Source: an optimization exercise on an open RTL-to-GDS flow (aim: small area, a short achievable clock period and few clock cycles per item). Production flows keep margins and buffers that such runs may drop. Only simulation tests tie the RTL to the original design; equivalence was not proved.

**config.mk**
```make
export PLATFORM = sky130hd
export DESIGN_NAME = shift_sub_mod_mul
export DESIGN_NICKNAME = shift_sub_mod_mul
export VERILOG_FILES = /design/flow/design.v
export SDC_FILE = /design/flow/constraint.sdc
export NUM_CORES = 4
export LEC_CHECK = 0
export CAP_MARGIN = 20
export CORE_MARGIN = 2
export CORE_UTILIZATION = 35
export SETUP_SLACK_MARGIN = 0.5
export SLEW_MARGIN = 20
```
**constraint.sdc**
```tcl
create_clock -name core_clock -period 14.0 [get_ports {i_clk}]
set_input_delay 2.8000 -clock core_clock [delete_from_list [all_inputs] [get_ports {i_clk}]]
set_output_delay 2.8000 -clock core_clock [all_outputs]
set_load 0.01 [all_outputs]
```
**run.sh**
```bash
#!/bin/bash
# synth_recipe.tcl (not shown) runs the flow's synth.tcl, then flattens the netlist and writes it again
# the make line also repeats each setting of config.mk as NAME=value (left out here)
make -C /OpenROAD-flow-scripts/flow DESIGN_CONFIG=/design/flow/config.mk WORK_HOME=/design/flow/orfs CLKGATE_MAP_FILE= SYNTH_SCRIPT=/design/flow/synth_recipe.tcl finish
```
**design.v**
```verilog
`timescale 1ns / 1ps
module shift_sub_mod_mul #(
	parameter Data_Width = 256
)(
	input  logic 				  	          i_clk		,                    
	input  logic 				  	          i_rst_n	,                    
	input  logic 				  	          i_load	,                    
  input  logic [Data_Width - 1 : 0] i_a		  ,                    
  input  logic [Data_Width - 1 : 0] i_b		  ,                    
  input  logic [Data_Width - 1 : 0] i_m		  ,                    
	output logic 				  	          o_ready	,                    
	output logic  				  	        o_busy	,                    
  output logic [Data_Width - 1 : 0] o_p                          
);
logic [Data_Width + 1 : 0] a_reg	 ;									 
logic [Data_Width - 1 : 0] b_reg	 ;									 
logic [Data_Width + 1 : 0] m_reg	 ;									 
logic [Data_Width + 1 : 0] p_reg	 ;									 
logic [Data_Width + 1 : 0] x1, x2	 ;
logic [Data_Width + 1 : 0] p1, p2, p3;								
always_ff @(posedge i_clk or negedge i_rst_n) begin
	if (!i_rst_n) 
	begin
        a_reg   <= 'b0;
        b_reg   <= 'b0;
        m_reg   <= 'b0;
        p_reg   <= 'b0;
        o_busy  <= 'b0;
        o_ready <= 'b0;
    end 
    else 
    begin
		o_ready <= 1'b0;
        if (i_load) 
        begin
            a_reg  <= {2'b00,i_a};
            b_reg  <= i_b		 ;
            m_reg  <= {2'b00,i_m};
            p_reg  <= 'b0		 ;
            o_busy <= 1'b1		 ;
        end 
        else 
        begin
            if (o_busy) 
            begin
				if (b_reg == 0) 
                begin
					o_ready <= 1;
                    o_busy  <= 0;
				end 
                else 
                begin
					a_reg <= x2;
                    b_reg <= {1'b0, b_reg[Data_Width - 1 : 1]};
                    p_reg <= p3;
				end
            end
        end
    end
end
assign p1  = b_reg[0] ? (p_reg + a_reg) : p_reg;
assign p2  = p1 - m_reg;														
assign p3  = p2[Data_Width + 1] ? p1 : p2;
assign x1  = {a_reg[Data_Width : 0],1'b0} - m_reg;								
assign x2  = x1[Data_Width + 1] ? {a_reg[Data_Width : 0] , 1'b0} : x1;
  assign o_p = p3[Data_Width - 1 : 0];
endmodule
```
==> summary.txt <==
-- stage by stage --
stage / utilization / instance area [sq um]
floorplan: - / 108200
global placement: 0.4032 / 124300
detailed placement: 0.4033 / 124300
CTS: 0.4209 / 129800
global route: 0.4242 / 130800
finish: 0.4245 / 130900
-- metal layers --
| layer | track usage | vias to the layer above | share of wire | wire, um |
|---|---|---|---|---|
| met3 | 0.09719 | 1290 | 0.094 | 67030 |
| met2 | 0.6369 | 6801 | 0.41 | 296800 |
| met4 | 0.2631 | 62 | 0.071 | 51160 |
| met1 | 0.5829 | 61740 | 0.42 | 301200 |
| li1 | - | 55440 | - | - |
| met5 | 0 | - | 0.00066 | 473 |
-- placed cells by master (no fill, tap or decap), drive strengths merged, types with 439 or more instances in the layout --
cell type	instances
xnor2	473
nand4	446
nor2	1321
mux2i	439
nand2	2152
o21ai	1613
ha	770
a21oi	1775
clkdlybuf4s50	943
buf	555
inv	615
dfrtp	1030
-- critical path, delay by kind of cell, from the launching register on --
family                     cells  cell delay [ns]
buffers and inverters         11             2.10
xor gates and xnor gates       1             0.13
and+or+nand+nor                5             0.64
adders and majority gates      4             1.20
muxes                          1             0.35
AOI/OAI and AO/OA             19             4.80
DFF                            1             0.41
-- cell usage after synthesis (all sizes together), types with 144 or more instances --
master,n
a21o,384
a21oi,1775
and3,172
clkbuf,792
dfrtp,1030
ha,770
inv,603
mux2,251
mux2i,439
nand2,2152
nand3,150
nand4,446
nor2,1321
nor3,312
nor4,144
o21a,162
o21ai,1613
o21bai,282
xnor2,473
xor2,278
-- area by class of cell --
class,instances,share of cell area
diodes,62,0.001185
clock buffers,195,0.03124
clock inverters,60,0.006290
inverters,604,0.01738
multi-input cells,12400,0.5963
flip-flops and latches,1030,0.1970
well taps,4120,0.03939
repair buffers,1512,0.1112
-- worst paths after layout --
kind	slack, ns	endpoint
min reg2reg	0.55	b_reg[46]$_DFFE_PN0P_
max in group asynchronous	9.04	a_reg[1]$_DFFE_PN0P_
max	0.50	o_p[54]
min	0.55	b_reg[46]$_DFFE_PN0P_
max reg2reg	3.86	p_reg[55]$_DFFE_PN0P_
min in group asynchronous	1.85	m_reg[164]$_DFFE_PN0P_
-- kinds of logic (layout without fill, tap and decap cells) --
| group | count (synthesis) | after routing | synth area share |
|---|---|---|---|
| other cells | 0 | 62 | 0 |
| xor+xnor | 751 | 751 | 0.06077 |
| simple gates | 5062 | 5062 | 0.2086 |
| compound gates | 5121 | 5121 | 0.2840 |
| fa+ha+maj | 773 | 773 | 0.08957 |
| flops | 1030 | 1030 | 0.2381 |
| buf+inv | 1491 | 2371 | 0.05215 |
| mux | 690 | 690 | 0.06675 |
-- repair_timing --
item                       4_1_cts  5_1_grt
gates resized for setup         93      175
hold buffers                     0        0
setup endpoints to repair      256      255
gates cloned                     1        2
pin swaps                       20       29
buffers inserted                17       20
==> summary.md <==
| Metric | Value |
|---|---|
| Top Ports | `roughly 1,000` |
| Crit path capture type | `primary output` |
| P&R area growth vs syn | `20.93%` |
| # fillers | `between 30,000 and 40,000` |
| Reported max-cap violation count | `0` |
| Fmax | `approximately 0.074 GHz` |
| Clock transition at the registers of the reported paths | `~0.060 ns` |
| Number of global-route vias before repair | `117,600` |
| GP Congestion | `approximately 1.1` |
| Async set-reset flop share out of synthesis | `1.000` |
| Critical Path RT | `11.20 ns` |
| Mapped Avg Cell Area | `7.255 sq um` |
| DIE WIDTH | `560.1 um` |
| Vias | `125,300` |
| Worst hold start | `b_reg[47]$_DFFE_PN0P_` |
| DIE AREA | `313,700 sq um` |
| Post-Syn Nets | `16,460` |
| PnR worst setup slack | `0.4970 ns` |
| Via density per instance | `6.273` |
| Period minus WS final | `13.50 ns` |
| R2R depth | `41` |
| FF+latch area | `25,780 sq um` |
| Dominant cell type by area after synthesis | `dfrtp_1` |
| Mapped Cells | `~15,000` |
| CP Class | `reg2out` |
| Critical Path Source | `p_reg[0]$_DFFE_PN0P_` |
| CP arrival | `10.70 ns` |
| Num rows | `204` |
| First-pass GRT wire length | `967.2 mm` |
| DP HPWL | `607.6 mm` |
| Post-DRT Antenna Nets | `0` |
| Max Slew Vio Count | `0` |
| Max Root-Sink Buffers | `4` |
| CP peak stage delay | `between 0.4 and 0.5 ns` |
| IO buf count | `1,028` |
| Final hold viol count | `0` |
| CTS sink cnt | `a little over 1,000` |
| Setup tns final | `0 ns` |
| Antenna violations before repair | `104` |
| Period utilization | `0.9645` |
| CP startpoint kind | `register` |
| Area of the multi-input gates | `78,050 sq um` |
| CTS tree | `done` |
| Ranking of synthesized cells by area | `dfrtp_1, ha_1, a21oi_1` |
| Worst flop-to-flop path startpoint | `p_reg[0]$_DFFE_PN0P_` |
| Worst skew pair latency | `0.93 ns` |
| Outcome | `no timing/DRC/antenna violations` |
| Drt drc | `0` |
| Inst Count DP | `19,620` |
| CP Max Fanout | `45` |
| CP dominant cell by count | `buf_4` |
| Yosys Warn Count | `1` |
| Worst Skew | `0.1092 ns` |
| Top-area cell type share of the netlist area | `0.2381` |
| DRT Wirelength | `between 700 and 800 mm` |
| Distinct cell type count after synthesis | `roughly 100` |
| Sequential share of the synthesized area | `0.2381` |
| Drt initial violations | `about 16,000` |
| Synthesized cell area | `108,200 sq um` |
| Root buffer cell | `clkbuf_16` |
| Core area | `between 300,000 and 400,000 sq um` |
| FF+latch count, synth | `1,030` |
| Pre-CTS setup slack | `0.1176 ns` |
| CTS buffer count | `145` |
| Wire length per cell | `35.87 um` |
| Largest net degree at the start of global routing | `between 100 and 150` |
| Fin cells | `19,980` |
| Final setup fails | `0` |
| Layout cell share with drive strength beyond 1 | `0.08805` |
| RSZ-0062 raised after global routing | `true` |
| Die H | `around 560 um` |
| Number of synthesized flops with an enable pin | `0` |
| Nets | `between 15,000 and 20,000` |
| Starting Density | `0.3510` |
| Crit path max-delay cell type | `ha_1` |
| Slew @ Worst Pin | `1.367 ns` |
| Hold WC Path Type | `reg2reg` |
| H-tree depth | `4` |
| GRT Util Overall | `0.4360` |
| TritonRoute pass-1 iters | `7` |
| Relative max-transition margin | `0.08157` |
| Number of cells on the worst hold path | `2` |
| GR Overflow Total | `0` |
| Most used DFF post-synth | `dfrtp_1` |
| Hold Slack | `0.5544 ns` |
Testbench counts, summed over its fixed seeds: cycles 49,215, ops 192.

==> separate check: timing with driven ports <==
The flow's constraints put no driver on any port. The routed layout listed below was extracted and timed again, unchanged, in two steps. Step 1 assumes that a clkbuf_16 drives the clock port and a buf_2 every other input. Step 2 times the ports against the registers' clock, not the clock port: input delays grow and output delays shrink by t, the midpoint of the rising clock arrivals with the driver on. a / b / c = ideal / step 1 / step 2; a / b = the first two.
shift t [ns]: 0.992
setup WS [ns]: 0.497 / 0.377 / 1.369
hold WS [ns]: 0.554 / 0.554 / 0.554
After both steps this run still meets setup and hold. The setup slack of this run moves by -0.120 ns with the drivers and by +0.872 ns with both steps.
